Background: an optimization exercise with open tools, aiming at small area, a short achievable clock period and few clock cycles. Do not read the settings as production practice.
In this exercise RTL edits were held to simulation tests only and were not proved equivalent to the original.
In every run shown here, the design's own scripts or RTL, not TritonCTS, make the clock network.
The flow treats the clock pin as an ideal source. Dropping or thinning the clock tree relies on that and would not hold on a real chip.
Power figures rest on the tool's default switching activity, not on a simulated workload.

File: design.v
module axi4_lite_system (
    input  wire        clk,
    input  wire        resetn,
    input  wire        usr_write_req,
    input  wire        usr_read_req,
    input  wire [31:0] usr_araddr,
    input  wire [31:0] usr_awaddr,
    input  wire [31:0] usr_wdata,
    input  wire [3:0]  usr_wstrb,
    output wire [31:0] usr_rdata,
    output wire        usr_wr_busy,
    output wire        usr_wr_done,
    output wire [1:0]  usr_wr_resp,
    output wire        usr_rd_busy,
    output wire        usr_rd_done,
    output wire [1:0]  usr_rd_resp
);
    reg [31:0] slv_reg0, slv_reg1, slv_reg2, slv_reg3;
    reg [31:0] rdata;
    reg        wr_done, rd_done;
    reg        wr_err, rd_err;
    wire aw_ok = (usr_awaddr[1:0] == 2'b00);
    wire [31:0] wdata_r = usr_wdata & {32{resetn}};
    wire [3:0]  aw_lo_zero;
    wire [3:0]  aw_reg;
    wire [3:0]  req_strb;
    wire [15:0] lane_en;
    axi_dec2 u_aw_dec (.a0(usr_awaddr[2]), .a1(usr_awaddr[3]), .d(aw_reg));
    genvar r, b;
    generate
        for (b = 0; b < 4; b = b + 1) begin : g_strb
            axi_and2 u_req_strb (.a(usr_write_req), .b(usr_wstrb[b]), .y(req_strb[b]));
        end
        for (r = 0; r < 4; r = r + 1) begin : g_reg
            axi_nor2 u_aw_lo (.a(usr_awaddr[0]), .b(usr_awaddr[1]), .y(aw_lo_zero[r]));
            for (b = 0; b < 4; b = b + 1) begin : g_lane
                axi_lane u_lane (.ok(aw_lo_zero[r]), .sel(aw_reg[r]), .strb(req_strb[b]),
                                 .resetn(resetn), .en(lane_en[4*r+b]));
            end
        end
    endgenerate
    always @(posedge clk) begin
        if (lane_en[0])  slv_reg0[7:0]   <= wdata_r[7:0];
        if (lane_en[1])  slv_reg0[15:8]  <= wdata_r[15:8];
        if (lane_en[2])  slv_reg0[23:16] <= wdata_r[23:16];
        if (lane_en[3])  slv_reg0[31:24] <= wdata_r[31:24];
        if (lane_en[4])  slv_reg1[7:0]   <= wdata_r[7:0];
        if (lane_en[5])  slv_reg1[15:8]  <= wdata_r[15:8];
        if (lane_en[6])  slv_reg1[23:16] <= wdata_r[23:16];
        if (lane_en[7])  slv_reg1[31:24] <= wdata_r[31:24];
        if (lane_en[8])  slv_reg2[7:0]   <= wdata_r[7:0];
        if (lane_en[9])  slv_reg2[15:8]  <= wdata_r[15:8];
        if (lane_en[10]) slv_reg2[23:16] <= wdata_r[23:16];
        if (lane_en[11]) slv_reg2[31:24] <= wdata_r[31:24];
        if (lane_en[12]) slv_reg3[7:0]   <= wdata_r[7:0];
        if (lane_en[13]) slv_reg3[15:8]  <= wdata_r[15:8];
        if (lane_en[14]) slv_reg3[23:16] <= wdata_r[23:16];
        if (lane_en[15]) slv_reg3[31:24] <= wdata_r[31:24];
    end
    wire [15:0] rsel;
    wire [3:0]  ar_ok;
    wire        ar_valid = ar_ok[0];
    wire [31:0] rdata_d;
    genvar i;
    generate
        for (i = 0; i < 4; i = i + 1) begin : g_rsel
            axi_rsel u_rsel (.a(usr_araddr[3:0]), .sel(rsel[4*i +: 4]), .ok(ar_ok[i]));
        end
        for (i = 0; i < 32; i = i + 1) begin : g_rbit
            axi_rbit #(.BAD(((32'hDEADDEAD >> i) & 1) != 0)) u_rbit (
                .sel(rsel[4*(i/8) +: 4]), .ok(ar_ok[i/8]),
                .r({slv_reg3[i], slv_reg2[i], slv_reg1[i], slv_reg0[i]}),
                .d(rdata_d[i]));
        end
    endgenerate
    always @(posedge clk) rdata <= rdata_d;
    always @(posedge clk) begin
        wr_err <= ~aw_ok;
        rd_err <= ~ar_valid;
    end
    always @(posedge clk) begin
        wr_done <= usr_write_req & resetn;
        rd_done <= usr_read_req & resetn;
    end
    assign usr_rdata   = rdata;
    assign usr_wr_busy = wr_done;
    assign usr_wr_done = wr_done;
    assign usr_wr_resp = {2{wr_err}};
    assign usr_rd_busy = rd_done;
    assign usr_rd_done = rd_done;
    assign usr_rd_resp = {2{rd_err}};
endmodule
module axi_nor2 (input wire a, input wire b, output wire y);
    assign y = ~(a | b);
endmodule
module axi_dec2 (input wire a0, input wire a1, output wire [3:0] d);
    assign d[0] = ~a1 & ~a0;
    assign d[1] = ~a1 &  a0;
    assign d[2] =  a1 & ~a0;
    assign d[3] =  a1 &  a0;
endmodule
module axi_and2 (input wire a, input wire b, output wire y);
    assign y = a & b;
endmodule
module axi_lane (input wire ok, input wire sel, input wire strb, input wire resetn,
                 output wire en);
    assign en = ~resetn | (ok & sel & strb);
endmodule
module axi_rsel (input wire [3:0] a, output wire [3:0] sel, output wire ok);
    wire [3:0] d;
    axi_nor2 u_ok  (.a(a[1]), .b(a[0]), .y(ok));
    axi_dec2 u_dec (.a0(a[2]), .a1(a[3]), .d(d));
    genvar k;
    generate
        for (k = 0; k < 4; k = k + 1) begin : g_sel
            axi_and2 u_sel (.a(ok), .b(d[k]), .y(sel[k]));
        end
    endgenerate
endmodule
module axi_rbit #(parameter BAD = 1'b0) (
    input  wire [3:0] sel,
    input  wire       ok,
    input  wire [3:0] r,
    output wire       d
);
    wire lo, hi;
    axi_aoi22 u_lo (.a1(sel[0]), .a2(r[0]), .b1(sel[1]), .b2(r[1]), .y(lo));
    axi_aoi22 u_hi (.a1(sel[2]), .a2(r[2]), .b1(sel[3]), .b2(r[3]), .y(hi));
    generate
        if (BAD) begin : g_one
            assign d = ~(lo & hi & ok);
        end else begin : g_zero
            assign d = ~(lo & hi);
        end
    endgenerate
endmodule
module axi_aoi22 (input wire a1, input wire a2, input wire b1, input wire b2, output wire y);
    assign y = ~((a1 & a2) | (b1 & b2));
endmodule
File: flow/run.sh
#!/bin/bash
# Own layout flow: the standard ORFS flow (standard.sh) with four changes,
# all made through ORFS's documented hooks and variables:
#  - ports are buffered with the smallest buffer (buf_1); repair sizes them up
#    where the timing needs it;
#  - after floorplan, every combinational cell from synthesis is set to its
#    smallest drive strength (downsize.tcl), so that only cells on slow paths
#    are sized up later;
#  - the clock tree is built by hand (mycts.tcl): the clock port drives four
#    clkbuf_8, each driving one quarter of the flip-flops, clustered by
#    position; every flip-flop sits one buffer from the port;
#  - after CTS, repair_timing sizes up cells on paths with less than
#    MY_SETUP_MARGIN ns of slack (post_cts.tcl).
# Each tool's output is in orfs/logs/ (one log per step); make's own output
# goes to flow_make.log.
set -euo pipefail
HERE=$(pwd)
export BUFFER_PORTS_ARGS="-buffer_cell sky130_fd_sc_hd__buf_1"
export POST_FLOORPLAN_TCL=$HERE/flow/downsize.tcl
export PRE_CTS_TCL=$HERE/flow/mycts.tcl
export POST_CTS_TCL=$HERE/flow/post_cts.tcl
export CLK_NBUF=6
export CLK_NROOT=2
export CLK_ROOT_BUF=sky130_fd_sc_hd__clkbuf_16
export CLK_BUF=sky130_fd_sc_hd__clkbuf_16
export MY_MARGIN_DELTA=0.04
export OUT_FF_MULTI=sky130_fd_sc_hd__dfxtp_2
export OUT_BUF=sky130_fd_sc_hd__buf_2
export MY_SEQUENCE=sizeup
bash standard.sh finish > flow_make.log 2>&1
File: flow/downsize.tcl
# Set every combinational cell from synthesis to the smallest drive strength of
# its kind (same function, e.g. nor4_4 -> nor4_1). Synthesis sizes cells for a
# guessed load; the later repair steps size up again where the placed design
# needs it. Flip-flops are left as they are.
set dont_use {}
if {[info exists ::env(DONT_USE_CELLS)]} { set dont_use $::env(DONT_USE_CELLS) }
set db [ord::get_db]
set masters {}
foreach lib [$db getLibs] { foreach m [$lib getMasters] { lappend masters $m } }
# smallest master per base name
array set best {}
foreach m $masters {
  set name [$m getName]
  if {![regexp {^(sky130_fd_sc_hd__[a-z0-9]+?)_([0-9]+)$} $name -> base drive]} continue
  set skip 0
  foreach pat $dont_use { if {[string match $pat $name]} { set skip 1 } }
  if {$skip} continue
  set area [expr {[$m getWidth] * [$m getHeight]}]
  if {![info exists best($base)] || $area < [lindex $best($base) 1]} { set best($base) [list $name $area] }
}
set n 0
foreach inst [[ord::get_db_block] getInsts] {
  set name [[$inst getMaster] getName]
  if {![regexp {^(sky130_fd_sc_hd__[a-z0-9]+?)_([0-9]+)$} $name -> base drive]} continue
  if {[regexp {__(df|edf|sdf|dl|tap|fill|decap|clkbuf|conb)} $name]} continue
  if {![info exists best($base)]} continue
  set to [lindex $best($base) 0]
  if {$to ne $name} {
    replace_cell [$inst getName] $to
    incr n
  }
}
puts "downsize: $n cells set to their smallest size"
File: flow/mycts.tcl
# Hand-built clock tree: the clock port drives CLK_NBUF buffers of type CLK_BUF,
# each placed at the centre of one cluster of flip-flops (k-means on their
# positions) and driving only that cluster. Every flip-flop is one buffer from
# the port, so the tree is balanced. Sourced before clock_tree_synthesis, which
# it then stands in for.
set nbuf [expr {[info exists ::env(CLK_NBUF)] ? $::env(CLK_NBUF) : 4}]
set bufm [expr {[info exists ::env(CLK_BUF)] ? $::env(CLK_BUF) : "sky130_fd_sc_hd__clkbuf_16"}]
set block [ord::get_db_block]
set clknet [$block findNet clk]
set sinks {}
foreach it [$clknet getITerms] {
  set inst [$it getInst]
  lappend sinks [list $inst [$it getMTerm] [lindex [$inst getLocation] 0] [lindex [$inst getLocation] 1]]
}
set n [llength $sinks]
puts "mycts: $n sinks, $nbuf x $bufm"
# k-means, seeded by sorting on x then y bands
set cx {}; set cy {}
set xs [lsort -real [lmap s $sinks {lindex $s 2}]]
set ys [lsort -real [lmap s $sinks {lindex $s 3}]]
set g [expr {int(ceil(sqrt($nbuf)))}]
for {set k 0} {$k < $nbuf} {incr k} {
  set i [expr {$k % $g}]; set j [expr {$k / $g}]
  lappend cx [lindex $xs [expr {int(($i + 0.5) * $n / $g)}]]
  lappend cy [lindex $ys [expr {int(($j + 0.5) * $n / (($nbuf + $g - 1) / $g))}]]
}
set cap [expr {int(ceil(double($n) / $nbuf)) + 2}]
for {set iter 0} {$iter < 30} {incr iter} {
  # balanced assignment: greedy by distance with a size cap per cluster
  set pairs {}
  set idx 0
  foreach s $sinks {
    for {set k 0} {$k < $nbuf} {incr k} {
      set d [expr {abs([lindex $s 2] - [lindex $cx $k]) + abs([lindex $s 3] - [lindex $cy $k])}]
      lappend pairs [list $d $idx $k]
    }
    incr idx
  }
  set pairs [lsort -real -index 0 $pairs]
  set assign [lrepeat $n -1]
  set cnt [lrepeat $nbuf 0]
  foreach p $pairs {
    lassign $p d i k
    if {[lindex $assign $i] >= 0} continue
    if {[lindex $cnt $k] >= $cap} continue
    lset assign $i $k
    lset cnt $k [expr {[lindex $cnt $k] + 1}]
  }
  set sx [lrepeat $nbuf 0.0]; set sy [lrepeat $nbuf 0.0]
  for {set i 0} {$i < $n} {incr i} {
    set k [lindex $assign $i]
    lset sx $k [expr {[lindex $sx $k] + [lindex $sinks $i 2]}]
    lset sy $k [expr {[lindex $sy $k] + [lindex $sinks $i 3]}]
  }
  for {set k 0} {$k < $nbuf} {incr k} {
    if {[lindex $cnt $k] > 0} {
      lset cx $k [expr {[lindex $sx $k] / [lindex $cnt $k]}]
      lset cy $k [expr {[lindex $sy $k] / [lindex $cnt $k]}]
    }
  }
}
puts "mycts: cluster sizes $cnt"
set master [[ord::get_db] findMaster $bufm]
# With CLK_NROOT set, the port drives CLK_NROOT root buffers (CLK_ROOT_BUF),
# each of which drives a group of the leaf buffers above: two buffers from the
# port to every flip-flop.
set nroot [expr {[info exists ::env(CLK_NROOT)] ? $::env(CLK_NROOT) : 0}]
set leafsrc [lrepeat $nbuf $clknet]
if {$nroot > 0} {
  set rootm [[ord::get_db] findMaster $::env(CLK_ROOT_BUF)]
  # leaves sorted by angle-free position: split by x then y into nroot groups
  set order [lsort -real -index 1 [lmap k [lsearch -all $cnt *] {list $k [lindex $cx $k] [lindex $cy $k]}]]
  set per [expr {int(ceil(double($nbuf) / $nroot))}]
  for {set g 0} {$g < $nroot} {incr g} {
    set members [lrange $order [expr {$g * $per}] [expr {($g + 1) * $per - 1}]]
    if {![llength $members]} continue
    set mx 0.0; set my 0.0
    foreach m $members { set mx [expr {$mx + [lindex $m 1]}]; set my [expr {$my + [lindex $m 2]}] }
    set rinst [odb::dbInst_create $block $rootm "clkroot_my_$g"]
    set rnet [odb::dbNet_create $block "clkrootnet_my_$g"]
    $rnet setSigType CLOCK
    [$rinst findITerm A] connect $clknet
    [$rinst findITerm X] connect $rnet
    $rinst setLocation [expr {int($mx / [llength $members])}] [expr {int($my / [llength $members])}]
    $rinst setPlacementStatus PLACED
    foreach m $members { lset leafsrc [lindex $m 0] $rnet }
  }
}
for {set k 0} {$k < $nbuf} {incr k} {
  set inst [odb::dbInst_create $block $master "clkbuf_my_$k"]
  set net [odb::dbNet_create $block "clknet_my_$k"]
  $net setSigType CLOCK
  [$inst findITerm A] connect [lindex $leafsrc $k]
  [$inst findITerm X] connect $net
  $inst setLocation [expr {int([lindex $cx $k])}] [expr {int([lindex $cy $k])}]
  $inst setPlacementStatus PLACED
  lappend bufnets $net
}
for {set i 0} {$i < $n} {incr i} {
  set s [lindex $sinks $i]
  set it [[lindex $s 0] getITerm [lindex $s 1]]
  $it disconnect
  $it connect [lindex $bufnets [lindex $assign $i]]
}
# stand in for the tool's clock tree synthesis
rename clock_tree_synthesis ""
proc clock_tree_synthesis {args} { puts "mycts: clock_tree_synthesis skipped" }
File: flow/post_cts.tcl
set_propagated_clock [all_clocks]
set out_insts {}
foreach bterm [[ord::get_db_block] getBTerms] {
  if {[$bterm getIoType] ne "OUTPUT"} continue
  foreach it [[$bterm getNet] getITerms] {
    if {![$it isOutputSignal]} continue
    set buf [$it getInst]
    if {[info exists ::env(OUT_BUF)] && [string match "*buf_*" [[$buf getMaster] getName]]} {
      replace_cell [$buf getName] $::env(OUT_BUF)
    }
    lappend out_insts $buf
    foreach bit [$buf getITerms] {
      if {![$bit isInputSignal]} continue
      foreach dit [[$bit getNet] getITerms] {
        if {[$dit isOutputSignal]} { lappend out_insts [$dit getInst] }
      }
    }
  }
}
# A flip-flop that drives more than one output buffer gets OUT_FF_MULTI.
set out_insts [lsort -unique $out_insts]
if {[info exists ::env(OUT_FF_MULTI)]} {
  foreach inst $out_insts {
    if {![string match "*dfxtp_1" [[$inst getMaster] getName]]} continue
    set n 0
    foreach it [$inst getITerms] {
      if {[$it isOutputSignal]} { set n [expr {[llength [[$it getNet] getITerms]] - 1}] }
    }
    if {$n > 1} {
      replace_cell [$inst getName] $::env(OUT_FF_MULTI)
      puts "post_cts: [$inst getName] drives $n, set to $::env(OUT_FF_MULTI)"
    }
  }
}
set out_cells {}
foreach inst $out_insts {
  lappend out_cells [get_cells [string map {[ \[ ] \]} [$inst getName]]]
}
puts "post_cts: [llength $out_cells] output-side cells held"
if {[info exists ::env(MY_MARGIN_DELTA)]} {
  estimate_parasitics -placement
  puts "post_cts: before ws [worst_slack -max] area [rsz::design_area]"
  # The output paths set the period; size up only the input-side paths that
  # are slower than them (plus MY_MARGIN_DELTA ns).
  set out_path [find_timing_paths -to [all_outputs] -sort_by_slack -group_path_count 1]
  set margin [expr {[get_property $out_path slack] + $::env(MY_MARGIN_DELTA)}]
  puts "post_cts: output paths' slack [get_property $out_path slack], margin $margin"
  set_dont_touch $out_cells
  repair_timing -setup -setup_margin $margin -sequence $::env(MY_SEQUENCE) -skip_last_gasp
  unset_dont_touch $out_cells
  estimate_parasitics -placement
  puts "post_cts: after ws [worst_slack -max] area [rsz::design_area]"
}
detailed_placement
File: standard.sh
#!/bin/bash
# synth_recipe.tcl (not shown) runs the flow's synth.tcl, then flattens the netlist and writes it again
# the make line also repeats each setting of config.mk as NAME=value (left out here)
make -C /OpenROAD-flow-scripts/flow DESIGN_CONFIG=/design/flow/config.mk WORK_HOME=/design/flow/orfs CLKGATE_MAP_FILE= SYNTH_SCRIPT=/design/flow/synth_recipe.tcl "${@:-finish}"
File: config.mk
export PLATFORM = sky130hd
export DESIGN_NAME = axi4_lite_system
export DESIGN_NICKNAME = axi4_lite_system
export VERILOG_FILES = /design/flow/design.v
export SDC_FILE = /design/flow/constraint.sdc
export NUM_CORES = 4
export LEC_CHECK = 0
export CAP_MARGIN = 20
export CORE_MARGIN = 2
export CORE_UTILIZATION = 65
export PLACE_DENSITY = 0.85
export SLEW_MARGIN = 20
export SYNTH_HIERARCHICAL = 1
export SYNTH_MINIMUM_KEEP_SIZE = 0
File: constraint.sdc
create_clock -name core_clock -period 3.0 [get_ports {clk}]
set_input_delay 0.6000 -clock core_clock [delete_from_list [all_inputs] [get_ports {clk}]]
set_output_delay 0.6000 -clock core_clock [all_outputs]
set_load 0.01 [all_outputs]
==> results of run 1 <==
placed cells by master (no fill, tap or decap), types with 4 or more instances in the layout:
cell	n
clkbuf_16	8
buf_2	41
dfxtp_1	32
buf_1	42
and2_0	41
nand2_1	10
edfxtp_1	128
nor2b_1	5
and2_2	14
nand2_2	12
nor2_1	8
nand2_4	4
nand3_1	38
dfxtp_2	4
a22oi_1	64
and2b_1	5
nor2_4	4
Yosys cell counts (all sizes together):
library cell,number,area [um2]
clkbuf,3,15.01
and2b,5,43.79
or2,1,6.260
nor2,13,48.80
dfxtp,36,720.7
a22oi,64,800.8
buf,6,45.04
nor2b,5,31.28
inv,1,3.750
edfxtp,128,3844
and2,59,417.9
nand3,38,190.2
nand2,26,97.59
layer usage:
layer | vias up | GRT usage [%]
met5 | - | 0
met4 | 0 | 6.359
met3 | 24 | 2.462
met2 | 162 | 37.90
met1 | 1681 | 29.18
li1 | 1630 | -
sequential cells by signal, summed over array words and instances, names as in the netlist:
register	flops
rdata	32
rd_err	1
rd_done	1
wr_done	1
slv_reg1	32
slv_reg0	32
wr_err	1
slv_reg3	32
slv_reg2	32
power by group:
part	total (uW)	internal [uW]	leakage (uW)	switching, uW
sequential	2690	2640	0.00154	51.1
combinational	271	92.8	0.000663	178
clock	1070	483	0.0000986	587
per-module statistics from Yosys (local to each module, per instance), a selection:
module / times used / area, um2 / flops+latches
axi4_lite_system: 1 / 4890 / 164
axi_aoi22: 64 / 12.51 / 0
axi_lane: 16 / 8.758 / 0
axi_dec2: 5 / 26.28 / 0
axi_and2: 20 / 6.256 / 0
axi_nor2: 8 / 3.754 / 0
logic make-up (layout without fill, tap and decap cells):
logic type / count (synthesis) / in the layout / share of synthesized area (%)
AOI/OAI and AO/OA: 64 / 64 / 12.78
other: 0 / 1 / 0
DFF: 164 / 164 / 72.86
buffers and inverters: 10 / 97 / 1.018
and+or+nand+nor: 147 / 147 / 13.34
through the flow:
stage                     std cells  util, %
after global placement          593    68.14
after detailed placement        593    68.14
after floorplan                 385        -
after global routing            601    72.33
final                           602    72.36
worst max-delay path, stage by stage:
cell	delay, ps
buf_1	130
nor2_1	310
nand3_1	140
nand2_2	240
final timing paths:
check / startpoint / cells after the start / slack (ps) / end
worst min-delay path: slv_reg3[20] / 2 / 460 / rdata[20]
worst max-delay path: usr_awaddr[1] / 4 / 1570 / slv_reg1[28]
worst max register to register: slv_reg0[9] / 2 / 2110 / rdata[9]
worst min register to register: slv_reg3[20] / 2 / 460 / rdata[20]
layout make-up:
cell class	count	area, um2	area share (%)
multi-input combinational	211	1376	20.49
sequential	164	4569	68.02
buffer	8	200.2	2.980
antenna	1	2.502	0.03725
inverter	1	3.754	0.05588
timing repair buffer	88	404.1	6.016
tap	129	161.4	2.403
==> flow_summary_export.csv, run 1 <==
group,metric,value,unit
status,status,"timing/DRC/antenna clean",
die,core_area,9284,um2
die,die_area,10440,um2
sta,setup_viol,0,
critical_path,cp-end-kind,"flip-flop",
synth,avgSynthCellArea,16.27,um2
critical_path,startpoint_type,"primary input",
placed_design,numPortBuffers,87,
synth,ys_types,14,
sta,setup_ws,1566,ps
detailed_routing,vias_per_cell,5.809,
sta,max_freq,697.6,MHz
detailed_routing,routedWlPerCell,18.93,um
global_routing,grt_overflow_total,0,
power,leakage,0.002298,uW
critical_path,critPathRequiredTime,2990,ps
die,rows,35,
detailed_routing,drc,0,
sta,holdWs,458.5,ps
synth,postSynthCellCount,385,
power,peakVddDrop,0.5500,mV
cells_and_area,nFillCells,605,
detailed_routing,m1WireLength,4.319,mm
placed_design,pre_cts_ws,748.2,ps
global_routing,grtUsageTotal,21.69,%
cells_and_area,drive_gt1_share,20.13,%
die,initial_core_util,67.48,%
critical_path,worst-path-max-fanout,8,
detailed_routing,met2_length,5.987,mm
worst_hold_path,hp-class,"reg2reg",
cells_and_area,area_growth,7.230,%
detailed_routing,routed-wl-met3,847,um
die,die_h,102.2,um
die,chipWidth,102.2,um
die,io_pins,144,
synth,synth-seq-cells,164,
detailed_routing,top_layer_used,"met4",
detailed_routing,dr_total_vias,3497,
sta,tightest_slew,409.3,ps
sta,setup_tns,0,ps
cells_and_area,stdcell_area,6718,um2
global_routing,grt_max_degree,31,
synth,netlist_area,6265,um2
synth,yosys_warnings,7,
detailed_routing,drt_first_pass_iters,5,
flow_run,maxCapViolations,0,
clock_tree,clkTransAtPathRegs,90,ps
placed_design,dp_hpwl,7.192,mm
critical_path,crit_type,"in2reg",
sta,grt_setup_unrepaired,"false",
sta,final_max_slew_viol_count,0,
sta,fin_crit_sh,47.78,%
detailed_routing,postRouteAntennaNets,0,
clock_tree,clock_latency,310,ps
critical_path,cp_data_arrival_time,1420,ps
synth,synth_nets,489,
power,p_total,4032,uW
global_routing,antenna_found_initial,0,
cells_and_area,fin_nets,578,
detailed_routing,drt-initial-drc-count,201,
sta,slew_headroom,72.71,%
power,p_per_area,600.2,nW/um2
placed_design,dpl_cell_area,6326,um2
sta,fin_skew,11.43,ps
global_routing,grt_pass1_vias,3429,
sta,min_period,1434,ps
synth,synth_seq_area_share,72.86,%
sta,hold_violations,0,
global_routing,grt_pass1_wl,17.34,mm
placed_design,gp_congestion,0.7620,
detailed_routing,drt-total-wl,11.39,mm
Testbench counts, summed over its fixed seeds: cycles 2,400.
==> run 2: changes to the inputs <==
==> flow/run.sh (replaced) <==
#!/bin/bash
# Own layout flow: the standard ORFS flow (standard.sh, standard synthesis
# unchanged) with these changes, all made through ORFS's documented hook
# scripts and variables:
#  - ports are buffered with the smallest buffer (buf_1);
#  - after floorplan, every combinational cell from synthesis is set to its
#    smallest drive strength (downsize.tcl), so that only cells on slow paths
#    are sized up later;
#  - the clock tree is built by hand (mycts.tcl) in place of TritonCTS: the
#    clock port drives CLK_NROOT root buffers, which drive CLK_NBUF leaf
#    buffers, each driving one cluster of flip-flops (k-means on position).
#    Every flip-flop is exactly two buffers from the port (a balanced tree);
#  - after the clock tree (post_cts.tcl): output-port buffers are set to
#    OUT_BUF and flip-flops that drive two output buffers to OUT_FF_MULTI;
#    then repair_timing sizes up cells on the input-side paths that are
#    slower than the output paths plus MY_MARGIN_DELTA ns.
# Each tool's output is in orfs/logs/ (one log per step, as ORFS writes
# them); make's own output goes to flow_make.log.
set -euo pipefail
HERE=$(pwd)
export BUFFER_PORTS_ARGS="-buffer_cell sky130_fd_sc_hd__buf_1"
export POST_FLOORPLAN_TCL=$HERE/flow/downsize.tcl
export PRE_CTS_TCL=$HERE/flow/mycts.tcl
export POST_CTS_TCL=$HERE/flow/post_cts.tcl
export CLK_NBUF=6
export CLK_NROOT=3
export CLK_ROOT_BUF=sky130_fd_sc_hd__buf_12
export CLK_BUF=sky130_fd_sc_hd__buf_12
export MY_MARGIN_DELTA=0.12
export OUT_FF_MULTI=sky130_fd_sc_hd__dfxtp_2
export OUT_BUF=sky130_fd_sc_hd__buf_2
export MY_SEQUENCE=sizeup
bash standard.sh finish > flow_make.log 2>&1
==> flow_summary_export.csv, run 2 <==
group,metric,value,unit
sta,setup_viol,0,
global_routing,grt_overflow_total,0,
sta,min_period,1340,ps
detailed_routing,drt_first_pass_iters,5,
sta,max_freq,746.4,MHz
synth,synth-seq-cells,164,
cells_and_area,most-common-layout-cells,"128 x edfxtp_1, 43 x a22oi_2, 40 x buf_2, 37 x buf_1, 32 x dfxtp_1",
flow_run,maxCapViolations,0,
cells_and_area,multiInputGateArea,1805,um2
synth,yosys-top-cells-area,"edfxtp_1 61%, a22oi_2 13%, dfxtp_1 12%, and2_2 4.7%, nand3_1 3.0%",
cells_and_area,final_cells,602,
synth,postSynthCellCount,385,
detailed_routing,m1WireLength,4.818,mm
global_routing,grt_pass1_vias,3523,
synth,synth_seq_area_share,72.86,%
die,rows,35,
synth,synth_nets,489,
die,io_pins,144,
sta,setup_tns,0,ps
critical_path,startpoint_type,"flip-flop",
sta,final_max_slew_viol_count,0,
synth,netlist_area,6265,um2
die,die_area,10440,um2
detailed_routing,top_layer_used,"met4",
die,chipWidth,102.2,um
critical_path,r2r_slack,2130,ps
cells_and_area,nFillCells,515,
sta,tightest_slew,293.7,ps
detailed_routing,drt-total-wl,12.66,mm
synth,yosys_warnings,7,
status,status,"timing/DRC/antenna clean",
synth,synth-main-ff-cell,"edfxtp_1",
critical_path,path_buf_inv,1,
synth,yosysTopAreaCell,"edfxtp_1",
worst_hold_path,hold_depth,2,
cells_and_area,drive_gt1_share,36.15,%
global_routing,grtUsageTotal,24.54,%
critical_path,slowest_stage,"dfxtp_2",
detailed_routing,routed-wl-met3,779,um
detailed_routing,postRouteAntennaNets,0,
die,core_area,9284,um2
worst_hold_path,hp-class,"reg2reg",
cells_and_area,fin_nets,579,
worst_hold_path,hp-start,"slv_reg3[20]",
detailed_routing,met2_length,6.613,mm
placed_design,numPortBuffers,87,
global_routing,grt_max_degree,31,
detailed_routing,routedWlPerCell,21.03,um
synth,yosysTopAreaCellShare,61.35,%
synth,yosysMostFrequentCell,"edfxtp_1",
critical_path,r2r-start,"slv_reg0[14]",
critical_path,cp-end-kind,"output port",
clock_tree,clock_latency,240,ps
critical_path,crit_chain,"buf_2",
power,p_per_area,571.8,nW/um2
placed_design,gp_congestion,0.7620,
detailed_routing,drc,0,
global_routing,antenna_found_initial,0,
cells_and_area,area_growth,15.42,%
die,die_h,102.2,um
placed_design,place_inst,593,
global_routing,grt_pass1_wl,19.13,mm
critical_path,crit_type,"reg2out",
synth,synthArstFlopShare,0,%
sta,fin_crit_sh,44.66,%
sta,fin_skew,10.57,ps
critical_path,cp_top_family,"flip-flops",
critical_path,cp_data_arrival_time,740,ps
critical_path,r2r_end,"rdata[14]",
detailed_routing,drt-initial-drc-count,289,
synth,netlist_top_cells_count,"128 x edfxtp_1, 64 x a22oi_2, 39 x and2_2",
critical_path,rr_worst_depth,2,
worst_hold_path,min_to,"rdata[20]",
cells_and_area,fin_util,77.88,%
synth,ys_types,14,
sta,slew_headroom,80.37,%
clock_tree,clkTransAtPathRegs,100,ps
detailed_routing,dr_total_vias,3590,
synth,avgSynthCellArea,16.27,um2
placed_design,dp_hpwl,7.192,mm
critical_path,worst-path-max-fanout,2,
sta,hold_violations,0,
cells_and_area,diodes,0,
critical_path,critPathRequiredTime,2400,ps
cells_and_area,final_common_cell,"edfxtp_1",
power,leakage,0.002405,uW
cells_and_area,regArea,4569,um2
die,initial_core_util,67.48,%
power,peakVddDrop,0.7305,mV
critical_path,cpPeakStageDelay,370,ps
detailed_routing,vias_per_cell,5.963,
sta,grt_setup_unrepaired,"false",
synth,synth_edf_count,128,
[run 2: cell counts after synthesis]
No cell type changed its count.
[run 2: layout make-up]
class	instances	area share, %
Sequential cell	164	63.19
Timing Repair Buffer	88	7.060
Tap cell	129	2.232
Multi-Input combinational cell	211	24.97
Inverter	1	0.05191
Buffer	9	2.492
[run 2: metrics by stage]
step / instance area [um2] / setup WS, ps / hold WS [ps] / power (uW)
finish: 7231 / 1660 / 459.0 / 4135
detailed placement: 6326 / 748.2 / 440.4 / 2988
global route: 7231 / 1620 / 478.8 / 4262
global placement: 6326 / 815.5 / 435.2 / 2963
floorplan: 6265 / 1413 / 434.0 / 2929
[run 2: how the worst max path moves through the flow]
stage / startpoint / to / slack (ps) / cells past startpoint
6_report: wr_err / usr_wr_resp[1] / 1660 / 1
2_1_floorplan: usr_araddr[0] / rdata[10] / 1410 / 4
3_3_place_gp: usr_araddr[0] / rdata[9] / 820 / 5
5_1_grt: usr_araddr[0] / rdata[11] / 1620 / 5
3_5_place_dp: usr_araddr[0] / rdata[9] / 750 / 5
[run 2: logic make-up after synthesis]
group                  after synthesis  synth area share (%)
DFF                                164                 72.86
and+or+nand+nor                    147                 13.34
buffers and inverters               10                 1.018
AOI/OAI and AO/OA                   64                 12.78
[run 2: tightest hold or removal path, stage by stage, from the launching register on]
cell	delay, ps
edfxtp_1	330
a22oi_1	60
nand2_1	50
[run 2: power breakdown]
group,internal (uW),total [uW],switching (uW)
clock network,477,1080,606
registers,2640,2710,68.1
logic,133,341,208
total,3250,4130,882
[run 2: per-layer routing]
metal	up-vias	track usage, %
met4	0	7.795
li1	1630	-
met1	1769	32.71
met3	34	2.941
met2	157	42.81
met5	-	0
[run 2: per-module statistics from Yosys, one instance, submodules excluded, excerpt]
module | cell area (um2) | times used
axi_lane | 8.758 | 16
axi_and2 | 6.256 | 20
axi_dec2 | 26.28 | 5
axi_nor2 | 3.754 | 8
axi_aoi22 | 12.51 | 64
axi4_lite_system | 4890 | 1
==> run 3: changes to the inputs <==
--- a/flow/run.sh
+++ b/flow/run.sh
@@ -25,5 +25,5 @@
 export CLK_NBUF=6
-export CLK_NROOT=3
-export CLK_ROOT_BUF=sky130_fd_sc_hd__buf_12
-export CLK_BUF=sky130_fd_sc_hd__buf_12
+export CLK_NROOT=2
+export CLK_ROOT_BUF=sky130_fd_sc_hd__clkbuf_16
+export CLK_BUF=sky130_fd_sc_hd__clkbuf_16
 export MY_MARGIN_DELTA=0.12
--- a/flow/post_cts.tcl
+++ b/flow/post_cts.tcl
@@ -36,3 +36,3 @@
 foreach inst $out_insts {
-  lappend out_cells [get_cells [string map {[ \[ ] \]} [$inst getName]]]
+  lappend out_cells [get_cells [string map {[ \\[ ] \\]} [$inst getName]]]
 }
==> flow_summary_export.csv, run 3 <==
group,metric,value,unit
placed_design,gp_congestion,0.7620,
cells_and_area,most-common-layout-cells,"128 x edfxtp_1, 63 x a22oi_1, 41 x buf_2, 38 x and2_0, 38 x buf_1",
synth,netlist_top_cells_count,"128 x edfxtp_1, 64 x a22oi_2, 39 x and2_2",
critical_path,worst-path-max-fanout,2,
synth,yosysMostFrequentCell,"edfxtp_1",
cells_and_area,fin_nets,578,
sta,max_freq,726.4,MHz
worst_hold_path,hp-start,"slv_reg3[20]",
synth,postSynthCellCount,385,
detailed_routing,routedWlPerCell,19.38,um
critical_path,r2r_slack,2100,ps
sta,hold_violations,0,
global_routing,grt_max_degree,31,
critical_path,cp_top_family,"flip-flops",
placed_design,place_inst,593,
sta,setup_viol,0,
critical_path,r2r_end,"rdata[9]",
critical_path,rr_worst_depth,2,
detailed_routing,vias_per_cell,5.899,
detailed_routing,drt-initial-drc-count,278,
synth,avgSynthCellArea,16.27,um2
power,p_total,4060,uW
synth,yosysTopAreaCellShare,61.35,%
critical_path,slowest_stage,"dfxtp_2",
detailed_routing,drc,0,
critical_path,critPathRequiredTime,2400,ps
detailed_routing,drt-total-wl,11.65,mm
die,rows,35,
critical_path,crit_type,"reg2out",
clock_tree,clkTransAtPathRegs,90,ps
synth,yosys-top-cells-area,"edfxtp_1 61%, a22oi_2 13%, dfxtp_1 12%, and2_2 4.7%, nand3_1 3.0%",
sta,setup_ws,1623,ps
cells_and_area,diodes,0,
global_routing,antenna_found_initial,0,
die,initial_core_util,67.48,%
cells_and_area,final_common_cell,"edfxtp_1",
clock_tree,clock_latency,310,ps
sta,tightest_slew,309.5,ps
sta,slew_headroom,79.37,%
worst_hold_path,hold_depth,2,
synth,netlist_area,6265,um2
cells_and_area,area_growth,9.946,%
synth,synth_nets,489,
sta,min_period,1377,ps
sta,fin_crit_sh,45.89,%
synth,yosysTopAreaCell,"edfxtp_1",
global_routing,grt_overflow_total,0,
cells_and_area,final_cells,601,
critical_path,startpoint_type,"flip-flop",
placed_design,pre_cts_ws,748.2,ps
global_routing,grt_pass1_wl,17.89,mm
worst_hold_path,hp-class,"reg2reg",
die,chipWidth,102.2,um
sta,final_max_slew_viol_count,0,
placed_design,dp_hpwl,7.192,mm
critical_path,cp-end-kind,"output port",
status,status,"timing/DRC/antenna clean",
worst_hold_path,min_to,"rdata[20]",
synth,synth-main-ff-cell,"edfxtp_1",
detailed_routing,dr_total_vias,3545,
sta,grt_setup_unrepaired,"false",
die,die_h,102.2,um
die,io_pins,144,
critical_path,r2r-start,"slv_reg0[9]",
sta,fin_skew,11.55,ps
synth,yosys_warnings,7,
critical_path,path_buf_inv,1,
critical_path,cp_data_arrival_time,780,ps
flow_run,maxCapViolations,0,
detailed_routing,drt_first_pass_iters,5,
synth,synth_seq_area_share,72.86,%
synth,synthArstFlopShare,0,%
placed_design,numPortBuffers,87,
synth,ys_types,14,
global_routing,grtUsageTotal,22.44,%
die,core_area,9284,um2
critical_path,cpPeakStageDelay,350,ps
global_routing,grt_pass1_vias,3519,
cells_and_area,drive_gt1_share,25.42,%
power,peakVddDrop,0.5133,mV
power,leakage,0.002355,uW
die,die_area,10440,um2
detailed_routing,postRouteAntennaNets,0,
synth,synth-seq-cells,164,
synth,synth_edf_count,128,
critical_path,crit_chain,"buf_2",
power,p_per_area,589.5,nW/um2
sta,setup_tns,0,ps
-- run 3: cell count changes in the layout (fill, tap and decap cells not counted), moves of 8 or more --
cell       change
buf_12        -14
nand3_2       -10
a22oi_1       +42
a22oi_2       -42
nand3_1       +10
clkbuf_16      +8
and2_0        +10
and2_1        -10
-- run 3: cell families after synthesis --
logic type	after synthesis	synth area share (%)
compound gates	64	12.78
simple gates	147	13.34
flops	164	72.86
buf+inv	10	1.018
-- run 3: worst max path at each step --
stage                       start        endpoint  slack [ps]  cells after the start
finish                     wr_err  usr_wr_resp[0]        1620                      1
global route               wr_err  usr_wr_resp[1]        1590                      1
detailed placement  usr_araddr[0]        rdata[9]         750                      5
global placement    usr_araddr[0]        rdata[9]         820                      5
floorplan           usr_araddr[0]       rdata[10]        1410                      4
-- run 3: per-module statistics from Yosys, one instance, submodules excluded, a selection --
module            area, um2  cells inside  flops+latches
axi_and2              6.256             1              0
axi_dec2              26.28             4              0
axi4_lite_system       4890           209            164
axi_nor2              3.754             1              0
axi_lane              8.758             2              0
axi_aoi22             12.51             1              0
-- run 3: final cells by class --
class / count / area (um2)
Buffer: 8 / 200.2
Fill cell: 583 / 2396
Inverter: 1 / 3.754
Multi-Input combinational cell: 211 / 1530
Sequential cell: 164 / 4573
Tap cell: 129 / 161.4
Timing Repair Buffer: 88 / 419.2
-- run 3: power breakdown --
part	internal [uW]	total, uW	switching [uW]
clock network	483	1070	588
registers	2640	2690	51.1
logic	106	298	191
total	3230	4060	830
-- run 3: metal layers --
layer	routed length, um	up-vias	track usage (%)
met5	0	-	0
met4	223	0	5.231
met3	842	18	2.257
met2	6149	168	40.28
met1	4434	1734	30.00
li1	-	1625	-
-- run 3: stage by stage --
step	hold slack, ps	instance area [um2]	utilization (%)
finish	458.4	6888	74.19
global route	483.1	6888	74.19
detailed placement	440.4	6326	68.14
global placement	435.2	6326	68.14
floorplan	434.0	6265	-
==> run 4: changes to the inputs <==
--- a/design.v
+++ b/design.v
@@ -60,3 +60,3 @@
     wire [15:0] rsel;
-    wire [3:0]  ar_ok;
+    wire [3:0]  ar_ok, ar_bad;
     wire        ar_valid = ar_ok[0];
@@ -66,3 +66,5 @@
         for (i = 0; i < 4; i = i + 1) begin : g_rsel
-            axi_rsel u_rsel (.a(usr_araddr[3:0]), .sel(rsel[4*i +: 4]), .ok(ar_ok[i]));
+            axi_dec2 u_dec (.a0(usr_araddr[2]), .a1(usr_araddr[3]), .d(rsel[4*i +: 4]));
+            axi_nor2 u_ok  (.a(usr_araddr[1]), .b(usr_araddr[0]), .y(ar_ok[i]));
+            axi_or2  u_bad (.a(usr_araddr[1]), .b(usr_araddr[0]), .y(ar_bad[i]));
         end
@@ -70,3 +72,3 @@
             axi_rbit #(.BAD(((32'hDEADDEAD >> i) & 1) != 0)) u_rbit (
-                .sel(rsel[4*(i/8) +: 4]), .ok(ar_ok[i/8]),
+                .sel(rsel[4*(i/8) +: 4]), .ok(ar_ok[i/8]), .bad(ar_bad[i/8]),
                 .r({slv_reg3[i], slv_reg2[i], slv_reg1[i], slv_reg0[i]}),
@@ -108,12 +110,4 @@
 endmodule
-module axi_rsel (input wire [3:0] a, output wire [3:0] sel, output wire ok);
-    wire [3:0] d;
-    axi_nor2 u_ok  (.a(a[1]), .b(a[0]), .y(ok));
-    axi_dec2 u_dec (.a0(a[2]), .a1(a[3]), .d(d));
-    genvar k;
-    generate
-        for (k = 0; k < 4; k = k + 1) begin : g_sel
-            axi_and2 u_sel (.a(ok), .b(d[k]), .y(sel[k]));
-        end
-    endgenerate
+module axi_or2 (input wire a, input wire b, output wire y);
+    assign y = a | b;
 endmodule
@@ -122,2 +116,3 @@
     input  wire       ok,
+    input  wire       bad,
     input  wire [3:0] r,
@@ -132,3 +127,3 @@
         end else begin : g_zero
-            assign d = ~(lo & hi);
+            assign d = ~((lo & hi) | bad);
         end
--- a/flow/mycts.tcl
+++ b/flow/mycts.tcl
@@ -1,6 +1,9 @@
-# Hand-built clock tree: the clock port drives CLK_NBUF buffers of type CLK_BUF,
-# each placed at the centre of one cluster of flip-flops (k-means on their
-# positions) and driving only that cluster. Every flip-flop is one buffer from
-# the port, so the tree is balanced. Sourced before clock_tree_synthesis, which
-# it then stands in for.
+# Hand-built clock tree, sourced before clock_tree_synthesis, which it then
+# stands in for. The flip-flops are split into CLK_NBUF clusters by position
+# (k-means with balanced sizes); each cluster gets one leaf buffer (CLK_BUF)
+# at its centre. With CLK_NROOT set, the clock port drives CLK_NROOT root
+# buffers (CLK_ROOT_BUF), each driving a group of leaf buffers, so every
+# flip-flop is exactly two buffers from the port; otherwise the port drives
+# the leaf buffers directly. Either way the tree is balanced: all flip-flops
+# see the same number and kind of buffers.
 set nbuf [expr {[info exists ::env(CLK_NBUF)] ? $::env(CLK_NBUF) : 4}]
--- a/flow/post_cts.tcl
+++ b/flow/post_cts.tcl
@@ -36,3 +36,3 @@
 foreach inst $out_insts {
-  lappend out_cells [get_cells [string map {[ \\[ ] \\]} [$inst getName]]]
+  lappend out_cells [get_cells [string map {[ \[ ] \]} [$inst getName]]]
 }
==> flow_summary_export.csv, run 4 <==
group,metric,value,unit
status,status,"timing/DRC/antenna clean",
cells_and_area,drive_gt1_share,22.17,%
cells_and_area,nFillCells,612,
die,initial_core_util,67.21,%
synth,synth_edf_count,128,
global_routing,grt_max_degree,31,
sta,grt_setup_unrepaired,"false",
global_routing,grt_overflow_total,0,
global_routing,grt_pass1_wl,17.24,mm
synth,synth-seq-cells,164,
sta,setup_tns,0,ps
sta,setup_viol,0,
worst_hold_path,hp-start,"slv_reg3[31]",
critical_path,startpoint_type,"primary input",
detailed_routing,drt-total-wl,11.46,mm
die,chipWidth,102.0,um
synth,postSynthCellCount,373,
critical_path,startpoint,"usr_write_req",
critical_path,cp_data_arrival_time,1370,ps
critical_path,crit_type,"in2reg",
synth,yosys_warnings,7,
power,leakage,0.002273,uW
synth,avgSynthCellArea,16.73,um2
cells_and_area,diodes,0,
detailed_routing,drt-initial-drc-count,277,
detailed_routing,dr_total_vias,3433,
detailed_routing,postRouteAntennaNets,0,
synth,yosys-top-cells-area,"edfxtp_1 62%, a22oi_2 13%, dfxtp_1 12%, and2_2 4.7%, nand3_1 3.0%",
power,p_per_area,607.4,nW/um2
power,peakVddDrop,0.6092,mV
die,die_area,10400,um2
cells_and_area,final_common_cell,"edfxtp_1",
sta,tightest_slew,488.0,ps
sta,fin_skew,16.85,ps
cells_and_area,fin_nets,566,
critical_path,cp-end-kind,"flip-flop",
sta,final_max_slew_viol_count,0,
placed_design,dpl_cell_area,6264,um2
detailed_routing,m1WireLength,4.543,mm
placed_design,gp_congestion,0.8128,
sta,slew_headroom,67.47,%
placed_design,dp_hpwl,7.336,mm
cells_and_area,stdcell_area,6725,um2
clock_tree,clkTransAtPathRegs,100,ps
worst_hold_path,hp-class,"reg2reg",
die,die_h,102.0,um
synth,synth_seq_area_share,73.15,%
sta,fin_crit_sh,46.00,%
detailed_routing,drc,0,
die,core_area,9284,um2
sta,hold_violations,0,
synth,yosysTopAreaCellShare,61.60,%
critical_path,r2r-start,"slv_reg2[25]",
critical_path,worst-path-max-fanout,8,
die,rows,35,
global_routing,antenna_found_initial,0,
flow_run,maxCapViolations,0,
clock_tree,clock_latency,310,ps
synth,netlist_area,6240,um2
global_routing,grt_pass1_vias,3331,
die,io_pins,144,
sta,min_period,1380,ps
detailed_routing,routed-wl-met3,965,um
global_routing,grtUsageTotal,21.70,%
detailed_routing,routedWlPerCell,19.46,um
synth,yosysMostFrequentCell,"edfxtp_1",
detailed_routing,vias_per_cell,5.829,
detailed_routing,met2_length,5.759,mm
synth,synth_nets,477,
cells_and_area,most-common-layout-cells,"128 x edfxtp_1, 64 x a22oi_1, 41 x buf_1, 40 x buf_2, 37 x nand3_1",
placed_design,numPortBuffers,87,
synth,ys_types,16,
detailed_routing,drt_first_pass_iters,5,
cells_and_area,area_growth,7.780,%
synth,yosysTopAreaCell,"edfxtp_1",
synth,synth-main-ff-cell,"edfxtp_1",
detailed_routing,top_layer_used,"met4",
synth,netlist_top_cells_count,"128 x edfxtp_1, 64 x a22oi_2, 39 x and2_2",
power,p_total,4085,uW
critical_path,critPathRequiredTime,2990,ps
sta,max_freq,724.7,MHz
synth,synthArstFlopShare,0,%
-- run 4: cell types whose count changed in the layout (fill, tap and decap cells not counted), sizes merged --
cell / before / now
nand2: 26 / 16
a21oi: 0 / 10
or2: 1 / 5
and2: 59 / 43
clkbuf: 13 / 11
buf: 83 / 85
-- run 4: kinds of logic (layout without fill, tap and decap cells) --
logic type | after synthesis | after routing | share of synthesized area (%)
and+or+nand+nor | 125 | 125 | 11.59
buffers and inverters | 10 | 97 | 1.022
AOI/OAI and AO/OA | 74 | 74 | 14.24
DFF | 164 | 164 | 73.15
-- run 4: area by class of cell --
cell class                 instances  area (um2)  area share (%)
buffer                             8       200.2           2.977
inverter                           1       3.754         0.05581
multi-input combinational        199        1376           20.47
sequential                       164        4569           67.94
tap                              129       161.4           2.400
timing repair buffer              88       414.1           6.158
-- run 4: where the power goes --
group | switching (uW) | internal (uW)
logic | 209 | 116
registers | 48.9 | 2640
clock network | 590 | 483
-- run 4: critical path, cell delays in order --
cell and delay, ps:
clkbuf_2 140, and2_1 260, nand3_1 150, nand2_2 220
-- run 4: final timing paths --
path                                      to  depth (start not counted)  slack (ps)
worst max-delay path            slv_reg1[31]                          4        1620
worst min-delay path               rdata[31]                          2         460
worst max register to register     rdata[25]                          2        2140
worst min register to register     rdata[31]                          2         460
-- run 4: per-module statistics from Yosys (local to each module, per instance), a selection --
module | flops+latches | cells inside | copies in the design
axi_lane | 0 | 2 | 16
axi_or2 | 0 | 1 | 4
axi_nor2 | 0 | 1 | 8
axi4_lite_system | 164 | 209 | 1
axi_and2 | 0 | 1 | 4
axi_dec2 | 0 | 4 | 5
axi_aoi22 | 0 | 1 | 64
-- run 4: per-layer routing --
layer	up-vias	GRT usage, %
li1	1606	-
met3	16	2.052
met5	-	0
met2	184	37.20
met1	1627	30.99
met4	0	4.615
-- run 4: stage by stage --
stage          hold slack (ps)  std cells  utilization (%)  setup WS (ps)
5_1_grt                  487.3        589            72.44           1580
2_1_floorplan            443.8        373                -           1521
3_3_place_gp             444.8        581            67.47          882.0
6_report                 460.6        589            72.44           1620
3_5_place_dp             449.4        581            67.47          824.4
Testbench counts of run 4, summed over its fixed seeds: cycles 2,400.
==> run 5: changes to the inputs <==
--- a/flow/run.sh
+++ b/flow/run.sh
@@ -25,5 +25,5 @@
 export CLK_NBUF=6
-export CLK_NROOT=2
-export CLK_ROOT_BUF=sky130_fd_sc_hd__clkbuf_16
-export CLK_BUF=sky130_fd_sc_hd__clkbuf_16
+export CLK_NROOT=3
+export CLK_ROOT_BUF=sky130_fd_sc_hd__buf_12
+export CLK_BUF=sky130_fd_sc_hd__buf_12
 export MY_MARGIN_DELTA=0.12
--- a/config.mk
+++ b/config.mk
@@ -9,4 +9,4 @@
 export CORE_MARGIN = 2
-export CORE_UTILIZATION = 65
-export PLACE_DENSITY = 0.85
+export CORE_UTILIZATION = 75
+export PLACE_DENSITY = 0.92
 export SLEW_MARGIN = 20
==> flow_summary_export.csv, run 5 <==
group,metric,value,unit
status,status,"timing/DRC/antenna clean",
cells_and_area,nFillCells,326,
detailed_routing,drc,0,
synth,synth-seq-cells,164,
sta,setup_ws,1643,ps
die,io_pins,144,
sta,tightest_slew,582.2,ps
detailed_routing,drt-total-wl,13.42,mm
synth,postSynthCellCount,373,
placed_design,pre_cts_ws,840.9,ps
global_routing,antenna_found_initial,0,
global_routing,grt_pass1_vias,3682,
sta,hold_violations,0,
synth,yosys.area_share.simple,11.59,%
synth,avgSynthCellArea,16.73,um2
sta,setup_viol,0,
synth,netlist_area,6240,um2
detailed_routing,drt-initial-drc-count,403,
synth,netlist_top_cells_count,"128 x edfxtp_1, 64 x a22oi_2, 39 x and2_2",
clock_tree,clock_latency,240,ps
synth,synth-adder-area-share,0,%
sta,final_max_slew_viol_count,0,
detailed_routing,postRouteAntennaNets,0,
power,p_per_area,599.8,nW/um2
critical_path,startpoint,"usr_araddr[1]",
global_routing,grtUsageTotal,29.74,%
die,core_area,8134,um2
cells_and_area,multiInputGateArea,1555,um2
power,p_total,4151,uW
sta,slew_headroom,61.19,%
die,chipWidth,95.21,um
global_routing,grt_max_degree,34,
die,initial_core_util,76.71,%
synth,synth_seq_area_share,73.15,%
detailed_routing,met2_length,6.923,mm
detailed_routing,dr_total_vias,3715,
synth,yosysMostFrequentCell,"edfxtp_1",
synth,synth_top_family_by_area,"compound AO/OA/AOI/OAI gates",
clock_tree,clkTransAtPathRegs,100,ps
die,die_h,95.21,um
cells_and_area,fin_nets,567,
power,peakVddDrop,0.6164,mV
worst_hold_path,hp-start,"slv_reg3[30]",
synth,synth_compound_area_share,14.24,%
synth,synth.area.mux_share,0,%
detailed_routing,m1WireLength,4.814,mm
critical_path,r2r_slack,2060,ps
placed_design,numPortBuffers,87,
placed_design,dp_hpwl,7.845,mm
die,rows,33,
detailed_routing,top_layer_used,"met4",
detailed_routing,drt_first_pass_iters,5,
synth,ys_types,16,
die,die_area,9065,um2
critical_path,startpoint_type,"primary input",
critical_path,crit_type,"in2reg",
synth,synthArstFlopShare,0,%
sta,holdWs,484.2,ps
synth,synth_edf_count,128,
synth,synth_xor_area_share,0,%
detailed_routing,vias_per_cell,6.564,
sta,fin_crit_sh,45.23,%
cells_and_area,fin_util,85.08,%
global_routing,grt_overflow_total,0,
critical_path,r2r-start,"slv_reg0[16]",
cells_and_area,drive_gt1_share,27.33,%
critical_path,worst-path-max-fanout,8,
worst_hold_path,hp-class,"reg2reg",
cells_and_area,most-common-layout-cells,"128 x edfxtp_1, 63 x a22oi_1, 40 x buf_2, 39 x buf_1, 32 x dfxtp_1",
power,leakage,0.002319,uW
synth,synth_nets,477,
placed_design,gp_congestion,0.7991,
sta,fin_skew,11.97,ps
critical_path,cp-end-kind,"flip-flop",
critical_path,critPathRequiredTime,3120,ps
cells_and_area,regArea,4569,um2
detailed_routing,routed-wl-met3,1.262,mm
detailed_routing,routedWlPerCell,23.70,um
critical_path,cp_data_arrival_time,1480,ps
sta,min_period,1357,ps
synth,yosysTopAreaCellShare,61.60,%
global_routing,grt_pass1_wl,20.11,mm
cells_and_area,area_growth,10.91,%
flow_run,maxCapViolations,0,
cells_and_area,final_common_cell,"edfxtp_1",
sta,max_freq,737.0,MHz
synth,yosysTopAreaCell,"edfxtp_1",
synth,synth-main-ff-cell,"edfxtp_1",
synth,yosys_warnings,7,
cells_and_area,diodes,0,
synth,yosys-top-cells-area,"edfxtp_1 62%, a22oi_2 13%, dfxtp_1 12%, and2_2 4.7%, nand3_1 3.0%",
sta,grt_setup_unrepaired,"false",
sta,setup_tns,0,ps
[run 5: final cells by class]
cell class | count | share of cell area (%)
inverters | 1 | 0.05424
well taps | 105 | 1.898
repair buffers | 88 | 6.943
flip-flops and latches | 164 | 66.03
plain buffers | 9 | 2.604
multi-input cells | 199 | 22.47
[run 5: worst paths after layout]
check               to  cells past startpoint
min          rdata[30]                      2
max reg2reg  rdata[16]                      2
max           rdata[6]                      3
min reg2reg  rdata[30]                      2
[run 5: per-stage QoR]
step           cells  instance area, um2
6_report         566                6920
3_5_place_dp     557                6233
3_3_place_gp     557                6233
2_1_floorplan    373                6240
5_1_grt          566                6920
[run 5: Yosys stat by module, one instance, submodules excluded, excerpt]
module | flops+latches | times used | cells inside
axi4_lite_system | 164 | 1 | 209
axi_dec2 | 0 | 5 | 4
axi_aoi22 | 0 | 64 | 1
axi_lane | 0 | 16 | 2
axi_and2 | 0 | 4 | 1
axi_or2 | 0 | 4 | 1
axi_nor2 | 0 | 8 | 1
[run 5: cell families (layout without fill, tap and decap cells)]
family,Yosys count,count (layout)
AO/OA/AOI/OAI,74,74
buffers and inverters,10,98
flip-flops,164,164
AND/OR/NAND/NOR,125,125
[run 5: where the power goes]
part / switching, uW / internal (uW) / total, uW
combinational: 238 / 135 / 374
clock: 602 / 477 / 1080
sequential: 58.2 / 2640 / 2700
total: 899 / 3250 / 4150
[run 5: critical path, stage by stage]
cell and delay (ps):
buf_1 440, or2_0 330, a21oi_1 110
[run 5: layer usage]
metal / global-route usage (%) / up-vias
met5: 0 / -
met4: 8.454 / 0
met3: 2.530 / 42
met2: 50.59 / 278
met1: 41.96 / 1792
li1: - / 1603
==> run 6: changes to the inputs <==
--- a/config.mk
+++ b/config.mk
@@ -9,4 +9,4 @@
 export CORE_MARGIN = 2
-export CORE_UTILIZATION = 75
-export PLACE_DENSITY = 0.92
+export CORE_UTILIZATION = 65
+export PLACE_DENSITY = 0.85
 export SLEW_MARGIN = 20
==> flow_summary_export.csv, run 6 <==
group,metric,value,unit
status,status,"timing/DRC/antenna clean",
cells_and_area,regArea,4569,um2
cells_and_area,final_cells,590,
global_routing,grtUsageTotal,23.15,%
critical_path,crit_chain,"buf_8, and2b_2, nand3_2, nand2_4",
die,die_area,10400,um2
synth,synth_xor_area_share,0,%
critical_path,cpPeakStageDelay,290,ps
sta,fin_skew,11.46,ps
cells_and_area,final_common_cell,"edfxtp_1",
placed_design,gp_congestion,0.8128,
synth,synthArstFlopShare,0,%
critical_path,r2r_slack,2130,ps
cells_and_area,area_growth,11.53,%
critical_path,cp_top_family,"simple AND/OR/NAND/NOR gates",
power,seq_power_share,65.3,%
power,leakage,0.002330,uW
placed_design,pre_cts_ws,824.4,ps
clock_tree,clkTransAtPathRegs,100,ps
die,rows,35,
critical_path,crit_type,"in2reg",
sta,setup_tns,0,ps
critical_path,cp_data_arrival_time,1280,ps
die,io_pins,144,
power,clkPwrFrac,25.8,%
worst_hold_path,min_to,"rdata[15]",
critical_path,startpoint_type,"primary input",
sta,final_max_slew_viol_count,0,
synth,avgSynthCellArea,16.73,um2
flow_run,maxCapViolations,0,
power,p_per_area,591.9,nW/um2
synth,synth_compound_area_share,14.24,%
detailed_routing,dr_total_vias,3490,
worst_hold_path,hp-class,"reg2reg",
sta,max_freq,751.4,MHz
power,internal_power,3253,uW
global_routing,grt_max_degree,31,
detailed_routing,drt_first_pass_iters,5,
critical_path,critPathRequiredTime,2940,ps
cells_and_area,fin_nets,567,
detailed_routing,drt-initial-drc-count,298,
synth,synth_edf_count,128,
die,chipWidth,102.0,um
synth,synth_nets,477,
critical_path,slowest_stage,"and2b_2",
synth,synth.area.mux_share,0,%
synth,yosysTopAreaCell,"edfxtp_1",
critical_path,r2r-start,"slv_reg0[14]",
synth,yosysTopAreaCellShare,61.60,%
global_routing,grt_pass1_vias,3473,
sta,grt_setup_unrepaired,"false",
power,power_switching_share,21.02,%
sta,setup_viol,0,
critical_path,path_buf_inv,1,
worst_hold_path,hp-start,"slv_reg3[15]",
sta,slew_headroom,74.14,%
detailed_routing,routedWlPerCell,20.41,um
clock_tree,clock_latency,240,ps
placed_design,place_inst,581,
critical_path,cp-end-kind,"flip-flop",
synth,synth-seq-cells,164,
critical_path,r2r_end,"rdata[14]",
placed_design,dp_hpwl,7.336,mm
synth,ys_types,16,
detailed_routing,drt-total-wl,12.04,mm
detailed_routing,postRouteAntennaNets,0,
power,switchingPower,865.8,uW
sta,fin_crit_sh,44.36,%
placed_design,numPortBuffers,87,
power,comb_power_share,8.8,%
cells_and_area,multiInputGateArea,1551,um2
die,core_area,9284,um2
sta,tightest_slew,386.5,ps
synth,yosysMostFrequentCell,"edfxtp_1",
power,peakVddDrop,0.5502,mV
synth,netlist_area,6240,um2
cells_and_area,most-common-layout-cells,"128 x edfxtp_1, 64 x a22oi_1, 40 x buf_2, 37 x buf_1, 32 x dfxtp_1",
die,initial_core_util,67.21,%
synth,yosys-top-cells-area,"edfxtp_1 62%, a22oi_2 13%, dfxtp_1 12%, and2_2 4.7%, nand3_1 3.0%",
synth,synth_top_family_by_area,"compound AO/OA/AOI/OAI gates",
die,die_h,102.0,um
synth,postSynthCellCount,373,
synth,synth-adder-area-share,0,%
sta,min_period,1331,ps
cells_and_area,fin_util,74.96,%
synth,yosys_warnings,7,
synth,synth_seq_area_share,73.15,%
global_routing,grt_overflow_total,0,
sta,hold_violations,0,
cells_and_area,drive_gt1_share,27.55,%
global_routing,antenna_found_initial,0,
cells_and_area,diodes,0,
synth,netlist_top_cells_count,"128 x edfxtp_1, 64 x a22oi_2, 39 x and2_2",
critical_path,rr_worst_depth,2,
global_routing,grt_pass1_wl,18.38,mm
worst_hold_path,hold_depth,2,
synth,yosys.area_share.simple,11.59,%
sta,setup_ws,1669,ps
detailed_routing,vias_per_cell,5.915,
critical_path,worst-path-max-fanout,8,
synth,synth-main-ff-cell,"edfxtp_1",
detailed_routing,drc,0,
cells_and_area,nFillCells,567,
==> run 6: cell families (layout without fill, tap and decap cells) <==
group | count (synthesis) | count (layout)
flops | 164 | 164
simple gates | 125 | 125
buf+inv | 10 | 98
compound gates | 74 | 74
==> run 6: layer usage <==
layer | wire length, um | GRT usage (%)
met1 | 4690 | 32.93
met2 | 6178 | 39.88
met3 | 938 | 1.847
met4 | 234 | 5.231
met5 | 0 | 0
==> run 6: per-stage QoR <==
step | instance area, um2 | hold slack [ps] | power (uW)
floorplan | 6240 | 443.8 | 2983
global placement | 6264 | 444.8 | 3001
detailed placement | 6264 | 449.4 | 3026
global route | 6959 | 492.4 | 4252
finish | 6959 | 467.7 | 4119
==> run 6: worst register-to-register path: stages (launching register included) <==
cell and delay (ps):
edfxtp_1 390, a22oi_1 210, nand3_1 150
==> run 6: Yosys stat by module (local to each module, per instance), a selection <==
module / area, um2 / cells inside / flip-flops and latches / times used
axi4_lite_system: 4890 / 209 / 164 / 1
axi_nor2: 3.754 / 1 / 0 / 8
axi_and2: 6.256 / 1 / 0 / 4
axi_lane: 8.758 / 2 / 0 / 16
axi_or2: 6.256 / 1 / 0 / 4
axi_dec2: 26.28 / 4 / 0 / 5
==> run 6: layout make-up <==
class,count,share of cell area (%)
Sequential cell,164,65.66
Multi-Input combinational cell,199,22.29
Timing Repair Buffer,88,7.084
Buffer,9,2.589
Tap cell,129,2.319
Inverter,1,0.05394
==> run 6: power by group through the flow <==
stage	Clock [uW]	Sequential, uW	Combinational [uW]
after floorplan	0	2760	220
after global routing	1150	2700	397
after detailed placement	0	2740	285
final	1060	2690	364
after global placement	0	2730	274
==> run 6: how the worst max path moves through the flow <==
stage / from / cells past startpoint / endpoint
2_1_floorplan: usr_araddr[2] / 3 / rdata[17]
3_3_place_gp: usr_araddr[2] / 4 / rdata[1]
3_5_place_dp: usr_araddr[2] / 4 / rdata[1]
5_1_grt: usr_araddr[2] / 4 / rdata[17]
6_report: usr_awaddr[2] / 4 / slv_reg2[31]
==> run 7: changes to the inputs <==
--- a/flow/run.sh
+++ b/flow/run.sh
@@ -30,2 +30,3 @@
 export OUT_FF_MULTI=sky130_fd_sc_hd__dfxtp_2
+export OUT_FF_ALL=1
 export OUT_BUF=sky130_fd_sc_hd__buf_2
--- a/flow/post_cts.tcl
+++ b/flow/post_cts.tcl
@@ -19,3 +19,4 @@
 }
-# A flip-flop that drives more than one output buffer gets OUT_FF_MULTI.
+# A flip-flop that drives more than one output buffer (with OUT_FF_ALL set,
+# any flip-flop that drives an output buffer) gets OUT_FF_MULTI.
 set out_insts [lsort -unique $out_insts]
@@ -28,3 +29,3 @@
     }
-    if {$n > 1} {
+    if {$n > 1 || [info exists ::env(OUT_FF_ALL)]} {
       replace_cell [$inst getName] $::env(OUT_FF_MULTI)
==> flow_summary_export.csv, run 7 <==
group,metric,value,unit
sta,fin_skew,19.75,ps
synth,synth.area.mux_share,0,%
critical_path,r2r-start,"slv_reg0[3]",
detailed_routing,drt_first_pass_iters,5,
cells_and_area,area_growth,12.45,%
flow_run,maxCapViolations,0,
detailed_routing,routedWlPerCell,21.01,um
cells_and_area,fin_nets,567,
synth,yosysTopAreaCell,"edfxtp_1",
critical_path,worst-path-max-fanout,1,
synth,yosys_warnings,7,
detailed_routing,drt-total-wl,12.40,mm
detailed_routing,drt-initial-drc-count,331,
critical_path,r2r_end,"rdata[3]",
worst_hold_path,hp-start,"slv_reg3[0]",
critical_path,rr_worst_depth,2,
die,core_area,9284,um2
critical_path,cp-end-kind,"output port",
status,status,"timing/DRC/antenna clean",
placed_design,dp_hpwl,7.336,mm
synth,synth_seq_area_share,73.15,%
global_routing,grt_pass1_wl,18.77,mm
synth,synth_nets,477,
synth,yosysMostFrequentCell,"edfxtp_1",
cells_and_area,diodes,0,
synth,yosysTopAreaCellShare,61.60,%
sta,tightest_slew,368.2,ps
worst_hold_path,hold_depth,2,
sta,setup_viol,0,
synth,yosys.area_share.simple,11.59,%
synth,ys_types,16,
critical_path,crit_type,"reg2out",
sta,min_period,1341,ps
critical_path,critPathRequiredTime,2400,ps
power,p_per_area,590.0,nW/um2
die,io_pins,144,
synth,synth_edf_count,128,
sta,grt_setup_unrepaired,"false",
clock_tree,clock_latency,250,ps
cells_and_area,most-common-layout-cells,"128 x edfxtp_1, 64 x a22oi_1, 40 x buf_2, 37 x buf_1, 36 x dfxtp_2",
critical_path,crit_chain,"buf_2",
detailed_routing,vias_per_cell,6.029,
global_routing,grt_overflow_total,0,
critical_path,startpoint,"rdata[10]",
detailed_routing,postRouteAntennaNets,0,
cells_and_area,drive_gt1_share,34.49,%
global_routing,grtUsageTotal,23.70,%
synth,avgSynthCellArea,16.73,um2
synth,netlist_top_cells_count,"128 x edfxtp_1, 64 x a22oi_2, 39 x and2_2",
sta,fin_crit_sh,44.69,%
synth,synth-seq-cells,164,
critical_path,r2r_slack,2100,ps
synth,synth_top_family_by_area,"compound AO/OA/AOI/OAI gates",
global_routing,grt_max_degree,31,
synth,synth_xor_area_share,0,%
sta,holdWs,468.4,ps
synth,postSynthCellCount,373,
critical_path,cp_data_arrival_time,740,ps
clock_tree,clkTransAtPathRegs,110,ps
synth,synthArstFlopShare,0,%
worst_hold_path,hp-class,"reg2reg",
synth,synth_compound_area_share,14.24,%
sta,final_max_slew_viol_count,0,
sta,hold_violations,0,
synth,synth-main-ff-cell,"edfxtp_1",
placed_design,numPortBuffers,87,
die,initial_core_util,67.21,%
sta,slew_headroom,75.36,%
global_routing,antenna_found_initial,0,
sta,setup_tns,0,ps
die,die_area,10400,um2
die,chipWidth,102.0,um
sta,max_freq,745.8,MHz
power,leakage,0.002335,uW
critical_path,cpPeakStageDelay,360,ps
critical_path,slowest_stage,"dfxtp_2",
synth,synth-adder-area-share,0,%
placed_design,gp_congestion,0.8128,
critical_path,path_buf_inv,1,
die,die_h,102.0,um
synth,yosys-top-cells-area,"edfxtp_1 62%, a22oi_2 13%, dfxtp_1 12%, and2_2 4.7%, nand3_1 3.0%",
die,rows,35,
global_routing,grt_pass1_vias,3481,
detailed_routing,dr_total_vias,3557,
synth,netlist_area,6240,um2
cells_and_area,final_common_cell,"edfxtp_1",
detailed_routing,drc,0,
critical_path,startpoint_type,"flip-flop",
cells_and_area,fin_util,75.58,%
worst_hold_path,min_to,"rdata[0]",
critical_path,cp_top_family,"flip-flops",
power,peakVddDrop,0.5392,mV
-- run 7: cell counts after synthesis --
Identical to the previous run, type by type.
-- run 7: worst max path at each step --
| stage | end | cells after the start |
|---|---|---|
| floorplan | rdata[17] | 3 |
| global placement | rdata[1] | 4 |
| detailed placement | rdata[1] | 4 |
| global route | usr_rd_done | 1 |
| finish | usr_rdata[10] | 1 |
-- run 7: area by class of cell --
cell class / count / area (um2)
tap: 129 / 161.4
sequential: 164 / 4609
buffer: 9 / 180.2
fill: 547 / 2267
inverter: 1 / 3.754
multi-input combinational: 199 / 1562
timing repair buffer: 88 / 500.5
-- run 7: per-stage QoR --
stage	total power, uW	instance area, um2	cells	worst slack (ps)
2_1_floorplan	2983	6240	373	1521
3_3_place_gp	3001	6264	581	882.0
3_5_place_dp	3026	6264	581	824.4
5_1_grt	4261	7017	590	1660
6_report	4140	7017	590	1659
-- run 7: power by group --
group	leakage [uW]	switching, uW	internal (uW)	total (uW)
clock network	0.0000846	597	477	1070
registers	0.00153	52.7	2640	2700
logic	0.000719	230	139	370
-- run 7: logic make-up (layout without fill, tap and decap cells) --
kind of cell | count (synthesis) | count (layout)
AOI/OAI and AO/OA | 74 | 74
buffers and inverters | 10 | 98
and+or+nand+nor | 125 | 125
DFF | 164 | 164
-- run 7: Yosys stat by module, one instance, submodules excluded, excerpt --
| module | cell area [um2] | flops+latches | cells inside |
|---|---|---|---|
| axi4_lite_system | 4890 | 164 | 209 |
| axi_and2 | 6.256 | 0 | 1 |
| axi_aoi22 | 12.51 | 0 | 1 |
| axi_dec2 | 26.28 | 0 | 4 |
| axi_lane | 8.758 | 0 | 2 |
| axi_nor2 | 3.754 | 0 | 1 |
| axi_or2 | 6.256 | 0 | 1 |
-- run 7: layer usage --
layer / GRT usage [%] / vias to the layer above / part of all wire [%]
met3: 1.710 / 25 / 7.5
met5: 0 / - / 0
met1: 33.04 / 1740 / 39
met2: 41.90 / 180 / 51
met4: 4.923 / 0 / 2.3
li1: - / 1612 / -

-- re-timing with driven ports --
No port has a modelled driver above. Below, the same layouts with a new extraction and two added sets of constraints. Step 1 sets driving cells, clkbuf_16 on the clock port and buf_2 on the other inputs (assumed; they add their load-dependent delay and slew). Step 2, shift: input delay + t, output delay - t, t = (earliest + latest rising clock arrival at the registers) / 2. This alone moves slack from input paths to output paths. Slacks: no drivers / after step 1 / after step 2; pairs: no drivers / after step 1.
run	t (ns)	slack for setup (ns)
run 1	0.353	1.566 / 1.565 / 1.221
run 2	0.310	1.660 / 1.586 / 1.377
run 3	0.353	1.623 / 1.571 / 1.306
run 4	0.357	1.620 / 1.566 / 1.288
run 5	0.307	1.643 / 1.586 / 1.365
run 6	0.303	1.669 / 1.617 / 1.377
run 7	0.306	1.659 / 1.592 / 1.379
After both steps every run listed still meets setup and hold.
